This design comes from an exercise in tuning for small area on the open sky130 flow, not from production work.
Function was checked by simulation only, so behaviour that the tests miss may differ from the original.
The flow treats the clock pin as an ideal source. Dropping or thinning the clock tree relies on that and would not hold on a real chip.
Power figures rest on the tool's default switching activity, not on a simulated workload.

==> flow/design.v <==
module arpreq (
    input transinit_v,
    input [1:0] bresp_v,
    input bvalid_v,
    output bready_v,
    output [12:0] awaddr_Waddr,
    output awvalid_Waddr,
    input awready_Waddr,
    input wready_Wdata,
    output wvalid_Wdata,
    output [3:0] wstrb_Wdata,
    output [31:0] wdata_Wdata,
    input arready_Raddr,
    output arvalid_Raddr,
    output [12:0] araddr_Raddr,
    input [31:0] rdata_Rdata,
    input [1:0] rresp_Rdata,
    output rready_Rdata,
    input rvalid_Rdata,
    input CLK,
    input RST
);
    localparam [2:0] S_IDLE = 3'b110,  
                     S_WS   = 3'b000,  
                     S_RA   = 3'b111,  
                     S_WAIT = 3'b101,  
                     S_LEN  = 3'b010,  
                     S_ST   = 3'b011,  
                     S_POLL = 3'b100;  
    reg awv, wv, arv, rr;   
    reg [2:0] sec;
    reg [3:0] c;            
    reg [31:5] rt;          
    wire idle = (sec == S_IDLE);
    wire ws = (sec == S_WS);
    wire ra = (sec == S_RA);
    wire wt = (sec == S_WAIT);
    wire len = (sec == S_LEN);
    wire st = (sec == S_ST);
    wire poll = (sec == S_POLL);
    wire hi = len | st | poll;
    wire stp = st | poll;
    wire [3:0] word = {c[3] | hi, c[2] | hi, c[1] | stp, c[0] | hi};
    assign bready_v = 1'b1;
    assign awvalid_Waddr = awv;
    assign wvalid_Wdata = wv;
    assign arvalid_Raddr = arv;
    assign rready_Rdata = rr;
    assign awaddr_Waddr = {2'b00, {5{hi}}, word, 2'b00};
    assign araddr_Raddr = {2'b00, {5{hi}}, word, 2'b00};
    assign wstrb_Wdata = {{2{~len}}, 2'b11};
    localparam [32*16-1:0] KTAB = {
        32'h00000001, 32'hC8F80108, 32'h0000002A, 32'h0000002A,
        32'h11AC0601, 32'h00000100, 32'h10AC0000, 32'h00000000,
        32'h020010AC, 32'hCEFA005E, 32'h00000100, 32'h04060008,
        32'h01000608, 32'hCEFA005E, 32'h0000FFFF, 32'hFFFFFFFF};
    reg [31:0] k;
    integer i;
    always @(*) begin
        k = 32'd0;
        for (i = 0; i < 16; i = i + 1)
            if (word == i) k = k | KTAB[32*i +: 32];
    end
    assign wdata_Wdata = {rt, k[4:1] | ({4{st}} & c), k[0]};
    wire wdone = (awv | wv) & (~awv | awready_Waddr) & (~wv | wready_Wdata);
    wire adone = arv & arready_Raddr;
    wire rdone = rr & rvalid_Rdata;
    wire c3 = ~c[2] & c[1] & c[0];
    wire c10 = c[3] & c[1];
    wire wcount = wt & ~rr;
    wire wrap = &c;
    wire wend = wcount & c[1] & c[0] & (rt[8:5] == 4'b0100);
    wire enter_w = (idle & transinit_v) | (rdone & (ws | len | st));
    wire enter_a = wdone | wend | (rdone & (ra | (poll & rdata_Rdata[0])));
    always @(posedge CLK) begin
        if (RST) begin
            awv <= 1'b0;
            wv <= 1'b0;
            arv <= 1'b0;
            rr <= 1'b0;
        end else begin
            awv <= enter_w | (awv & ~awready_Waddr);
            wv <= enter_w | (wv & ~wready_Wdata);
            arv <= enter_a | (arv & ~arready_Raddr);
            rr <= adone | (rr & ~rvalid_Rdata);
        end
    end
    always @(posedge CLK) begin
        if (RST) begin
            sec <= S_IDLE;
        end else begin
            case (sec)
                S_IDLE: if (transinit_v) sec <= S_WS;
                S_WS: if (adone) begin
                    if (c3) sec <= S_LEN;
                    else if (c10) sec <= S_RA;
                end
                S_LEN: if (adone) sec <= S_WS;
                S_RA: if (adone & c10) sec <= S_WAIT;
                S_WAIT: if (wend) sec <= S_ST;
                S_ST: if (wdone) sec <= S_POLL;
                S_POLL: if (rdone & ~rdata_Rdata[0]) sec <= S_IDLE;
                default: sec <= S_IDLE;
            endcase
        end
    end
    wire c_inc = (adone & ((ws & ~c10) | ra)) | wcount;
    wire c_hold = (~adone & (ws | ra)) | len | (st & ~rr) | (wt & rr);
    wire c_cap = st & rr;
    always @(posedge CLK) begin
        c <= {4{~RST}} & (({4{c_inc}} & (c + 4'd1)) | ({4{c_hold}} & c) |
                          ({4{c_cap}} & rdata_Rdata[4:1]));
    end
    wire st_cap = st & rr;           
    wire st_hold = st & ~rr;         
    wire w_hold = st_hold | (wcount & ~wrap);    
    wire w_step = wcount & wrap;                 
    wire ld = ~st & ~wcount;                     
    wire [8:5] lfsr_in = {rt[7:5], ~(rt[8] ^ rt[7])};
    always @(posedge CLK) begin
        rt[31:9] <= ({23{st_cap}} & rdata_Rdata[31:9]) | ({23{st_hold}} & rt[31:9]) | k[31:9];
        rt[8:5] <= ({4{st_cap}} & rdata_Rdata[8:5]) | ({4{w_hold}} & rt[8:5]) |
                   ({4{w_step}} & lfsr_in) | ({4{ld}} & k[8:5]);
    end
endmodule
module arpreq_wrapper (
    input transinit,
    input [1:0] bresp,
    input bvalid,
    output bready,
    output [12:0] awaddr,
    output awvalid,
    input awready,
    input wready,
    output wvalid,
    output [3:0] wstrb,
    output [31:0] wdata,
    input arready,
    output arvalid,
    output [12:0] araddr,
    input [31:0] rdata,
    input [1:0] rresp,
    output rready,
    input rvalid,
    input CLK,
    input RST
);
    arpreq uarpreq (
        .transinit_v(transinit),
        .bresp_v(bresp),
        .bvalid_v(bvalid),
        .bready_v(bready),
        .awaddr_Waddr(awaddr),
        .awvalid_Waddr(awvalid),
        .awready_Waddr(awready),
        .wready_Wdata(wready),
        .wvalid_Wdata(wvalid),
        .wstrb_Wdata(wstrb),
        .wdata_Wdata(wdata),
        .arready_Raddr(arready),
        .arvalid_Raddr(arvalid),
        .araddr_Raddr(araddr),
        .rdata_Rdata(rdata),
        .rresp_Rdata(rresp),
        .rready_Rdata(rready),
        .rvalid_Rdata(rvalid),
        .CLK(CLK),
        .RST(RST)
    );
endmodule
clock: 10.0 ns
lec_check: 0
abc_area: 1
cap_margin: 20
core_margin: 2
core_utilization: 40
gpl_timing_driven: 0
slew_margin: 20
standard.sh (not shown) runs the stock make flow with config.mk's settings and CLKGATE_MAP_FILE= SYNTH_SCRIPT=/design/flow/synth_recipe.tcl, a recipe that flattens the netlist after the stock synthesis.
==> flow/flow/run.sh <==
#!/bin/bash
# The standard layout, with three changes:
#  - synthesis maps the logic with flow/area.abc (registers untouched);
#  - port buffers use the smallest buffer cell;
#  - the clock tree is one level of clock buffers (flow/cts_override.tcl).
set -euo pipefail
here=$(pwd)
cp standard.sh standard_sh.txt
# synthesis script: the standard flow's, with the ABC mapping script replaced
{
  echo "source $here/flow/abc_override.tcl"
  cat synth_recipe.tcl
} > my_synth.tcl
sed "s#SYNTH_SCRIPT=[^ ]*#SYNTH_SCRIPT=$here/my_synth.tcl#" standard.sh > my_standard.sh
export AREA_ABC_SCRIPT="$here/flow/area.abc"
export BUFFER_PORTS_ARGS="-buffer_cell sky130_fd_sc_hd__buf_1"
export PRE_GLOBAL_PLACE_TCL="$here/flow/pre_gpl.tcl"
export PRE_CTS_TCL="$here/flow/cts_override.tcl"
export CLK_CLUSTERS=${CLK_CLUSTERS:-4}
export CLK_LEAF_BUF=${CLK_LEAF_BUF:-sky130_fd_sc_hd__clkbuf_4}
export CLK_LEAF_BUF_BIG=${CLK_LEAF_BUF_BIG:-sky130_fd_sc_hd__clkbuf_8}
export CLK_SLEW_UPSIZE=${CLK_SLEW_UPSIZE:-0.125}
bash my_standard.sh > standard.log 2>&1
==> flow/flow/pre_gpl.tcl <==
# Global placement runs without timing-driven mode (which would do this), so
# remove the synthesis buffers here, before the port buffers go in.
remove_buffers
Other scripts of this flow, unchanged in this note and not shown: flow/flow/abc_override.tcl, flow/flow/area.abc, flow/flow/cts_override.tcl
The first run finished clean.
Then changed:
--- a/flow/flow/run.sh
+++ b/flow/flow/run.sh
@@ -16,3 +16,2 @@
 export BUFFER_PORTS_ARGS="-buffer_cell sky130_fd_sc_hd__buf_1"
-export PRE_GLOBAL_PLACE_TCL="$here/flow/pre_gpl.tcl"
 export PRE_CTS_TCL="$here/flow/cts_override.tcl"
--- a/flow/config.mk
+++ b/flow/config.mk
@@ -10,4 +10,3 @@
 export CORE_MARGIN = 2
-export CORE_UTILIZATION = 40
-export GPL_TIMING_DRIVEN = 0
+export CORE_UTILIZATION = 55
 export SLEW_MARGIN = 20
removed: flow/flow/pre_gpl.tcl
Effect: Power is lower by 1.5%; utilization rises by 19 points; setup slack is better by 0.0095 ns; global-route usage is higher by 5.5 points; maximum frequency is about the same; via count fell by 0.40%; design area falls by 1.4%; wire length went down by 7.6%; first-iteration DRC count increases by 110%; die area fell by 26%; synthesized cell count is unchanged.
Then changed:
--- a/flow/config.mk
+++ b/flow/config.mk
@@ -8,5 +8,5 @@
 export ABC_AREA = 1
-export CAP_MARGIN = 20
+export CAP_MARGIN = 0
 export CORE_MARGIN = 2
-export CORE_UTILIZATION = 55
-export SLEW_MARGIN = 20
+export CORE_UTILIZATION = 40
+export SLEW_MARGIN = 0
The changed run finished clean.
Flip-flop and latch count stays the same.
Synthesized area is unchanged.
Worst hold slack got worse by 0.0056 ns.
Core utilization falls by 19 points.
Via count rises slightly.
Register-to-register slack barely changes.
Sequential power is about the same.
Fmax falls slightly.
Combinational power barely changes.
Die area rises by a quarter to a third.
Cell area rises slightly.
Then changed:
--- a/flow/config.mk
+++ b/flow/config.mk
@@ -8,5 +8,5 @@
 export ABC_AREA = 1
-export CAP_MARGIN = 0
+export CAP_MARGIN = 20
 export CORE_MARGIN = 2
 export CORE_UTILIZATION = 40
-export SLEW_MARGIN = 0
+export SLEW_MARGIN = 20
First-iteration DRC count stays the same.
Power is unchanged.
Design area stays the same.
Core utilization does not change.
Hold slack does not change.
No run of this note takes its clock network from TritonCTS; it comes from the design's own scripts or RTL.

========
wip/violet:
arpreq_wrapper, a different RTL version from the one above (not shown whole).
For scale: roughly 270 cells after synthesis, ~38 flip-flops, about 110 I/O pins, roughly 2000 um^2 of cells after synthesis.
Settings: LEC_CHECK=0, ABC_AREA=1, CAP_MARGIN=20, CORE_MARGIN=2, CORE_UTILIZATION=40, SLEW_MARGIN=20; clock period 10.0 ns.
==> flow/flow/run.sh <==
#!/bin/bash
# The standard layout, with three changes:
#  - synthesis maps the logic with flow/area.abc (registers untouched);
#  - port buffers use the smallest buffer cell;
#  - the clock tree is one cluster of sinks, with no dummy loads.
set -euo pipefail
here=$(pwd)
cp standard.sh standard_sh.txt
# synthesis script: the standard flow's, with the ABC mapping script replaced
{
  echo "source $here/flow/abc_override.tcl"
  cat synth_recipe.tcl
} > my_synth.tcl
sed "s#SYNTH_SCRIPT=[^ ]*#SYNTH_SCRIPT=$here/my_synth.tcl#" standard.sh > my_standard.sh
export AREA_ABC_SCRIPT="$here/flow/area.abc"
export BUFFER_PORTS_ARGS="-buffer_cell sky130_fd_sc_hd__buf_1"
export CTS_ARGS="-sink_clustering_enable -sink_clustering_size 50 -sink_clustering_max_diameter 500 -sink_buffer_max_cap_derate 1.0 -buf_list sky130_fd_sc_hd__clkbuf_16 -root_buf sky130_fd_sc_hd__clkbuf_4 -dont_use_dummy_load -repair_clock_nets"
bash my_standard.sh > standard.log 2>&1
==> flow/flow/abc_override.tcl <==
# Map the logic with flow/area.abc instead of ORFS's ABC script; everything
# else in the synthesis (registers included) is the standard synthesis.
proc abc {args} {
  set i [lsearch -exact $args -script]
  if {$i >= 0} {
    set args [lreplace $args [expr {$i + 1}] [expr {$i + 1}] $::env(AREA_ABC_SCRIPT)]
  }
  puts "abc (area.abc): $args"
  yosys abc {*}$args
}
==> flow/flow/area.abc <==
&get -n
&st
&dch -f
&nf -R 1000
&put
topo
Inputs modified between wip/violet and wip/fjord:
==> flow/flow/run.sh <==
#!/bin/bash
# The standard layout, with three changes:
#  - synthesis maps the logic with flow/area.abc (registers untouched);
#  - port buffers use the smallest buffer cell;
#  - the clock tree is a single clock buffer (flow/cts_override.tcl).
set -euo pipefail
here=$(pwd)
cp standard.sh standard_sh.txt
# synthesis script: the standard flow's, with the ABC mapping script replaced
{
  echo "source $here/flow/abc_override.tcl"
  cat synth_recipe.tcl
} > my_synth.tcl
sed "s#SYNTH_SCRIPT=[^ ]*#SYNTH_SCRIPT=$here/my_synth.tcl#" standard.sh > my_standard.sh
export AREA_ABC_SCRIPT="$here/flow/area.abc"
export BUFFER_PORTS_ARGS="-buffer_cell sky130_fd_sc_hd__buf_1"
export PRE_CTS_TCL="$here/flow/cts_override.tcl"
export CLK_ROOT_BUF=${CLK_ROOT_BUF:-sky130_fd_sc_hd__clkbuf_8}
bash my_standard.sh > standard.log 2>&1
==> flow/flow/cts_override.tcl (new file) <==
# Clock tree: a single clock buffer, placed at the centre of the registers,
# drives every register's clock pin (in place of TritonCTS's H-tree).
rename clock_tree_synthesis triton_clock_tree_synthesis
proc clock_tree_synthesis {args} {
  set block [ord::get_db_block]
  set clk_net [$block findNet CLK]
  set n 0
  set sx 0
  set sy 0
  foreach iterm [$clk_net getITerms] {
    set inst [$iterm getInst]
    set box [$inst getBBox]
    incr sx [expr {([$box xMin] + [$box xMax]) / 2}]
    incr sy [expr {([$box yMin] + [$box yMax]) / 2}]
    incr n
  }
  set dbu [$block getDbUnitsPerMicron]
  set x [expr {double($sx) / $n / $dbu}]
  set y [expr {double($sy) / $n / $dbu}]
  puts "clock buffer $::env(CLK_ROOT_BUF) for $n sinks at ($x, $y)"
  insert_buffer -buffer_cell $::env(CLK_ROOT_BUF) -net CLK -location [list $x $y] \
    -buffer_name clkbuf_root -net_name clknet_root
  [$block findNet clknet_root] setSigType CLOCK
  global_connect
}
--- outcome ---
The flow ran to completion for all of wip/violet and wip/fjord but wip/fjord, which stopped partway.
Weighted congestion reported at the end of routability-driven placement across wip/violet and wip/fjord: no real change.
wip/violet -> wip/fjord: worst setup slack after placement delta 0, exact match
Reported for wip/violet and wip/fjord, sequential-to-total area share from yosys stat turned out identical to the last digit.
Post-synthesis async set-or-reset flop share: wip/fjord vs wip/violet identical
The inputs of wip/garnet differ from those of wip/fjord as listed below.
-- flow/flow/run.sh --
<<< wip/fjord, line 16
export BUFFER_PORTS_ARGS="-buffer_cell sky130_fd_sc_hd__buf_1"
export PRE_CTS_TCL="$here/flow/cts_override.tcl"
export CLK_ROOT_BUF=${CLK_ROOT_BUF:-sky130_fd_sc_hd__clkbuf_8}
bash my_standard.sh > standard.log 2>&1
>>> wip/garnet, line 16
export BUFFER_PORTS_ARGS="-buffer_cell sky130_fd_sc_hd__buf_1"
export PRE_CTS_TCL="$here/flow/cts_override.tcl"
export CLK_ROOT_BUF=${CLK_ROOT_BUF:-sky130_fd_sc_hd__clkbuf_16}
bash my_standard.sh > standard.log 2>&1
FAIL wip/fjord @ 4_1_cts: tool exited with error. What ended wip/garnet was a tool error in 4_1_cts; the run never finished. wip/fjord → wip/garnet: pre-CTS worst setup slack has remained practically unchanged; number of standard-cell rows in the floorplan has remained practically unchanged; synthesized area has remained practically unchanged.

## re-timing with driven ports
The flow's constraints put no driver on any port. The routed layouts listed below were extracted and timed again, unchanged, in two steps.
Step 1 assumes that a clkbuf_16 drives the clock port and a buf_2 every other input.
Step 2 times the ports against the registers' clock, not the clock port: input delays grow and output delays shrink by t, the midpoint of the rising clock arrivals with the driver on.
Three values: no drivers, after step 1, after step 2; two values: the first two.
| run | t (ns) | slack for setup (ns) | worst setup path at the end |
|---|---|---|---|
| the first run of note 1 | 0.204 | 5.097 / 5.044 / 5.248 | register to output |
| the second run of note 1 | 0.205 | 5.106 / 5.061 / 5.265 | register to output |
| the third run of note 1 | 0.210 | 5.045 / 5.000 / 5.211 | register to output |
| the fourth run of note 1 | 0.210 | 5.045 / 5.000 / 5.211 | register to output |
| wip/violet | 0.361 | 5.140 / 5.114 / 5.475 | register to output |
After both steps setup and hold are still met in every run listed.
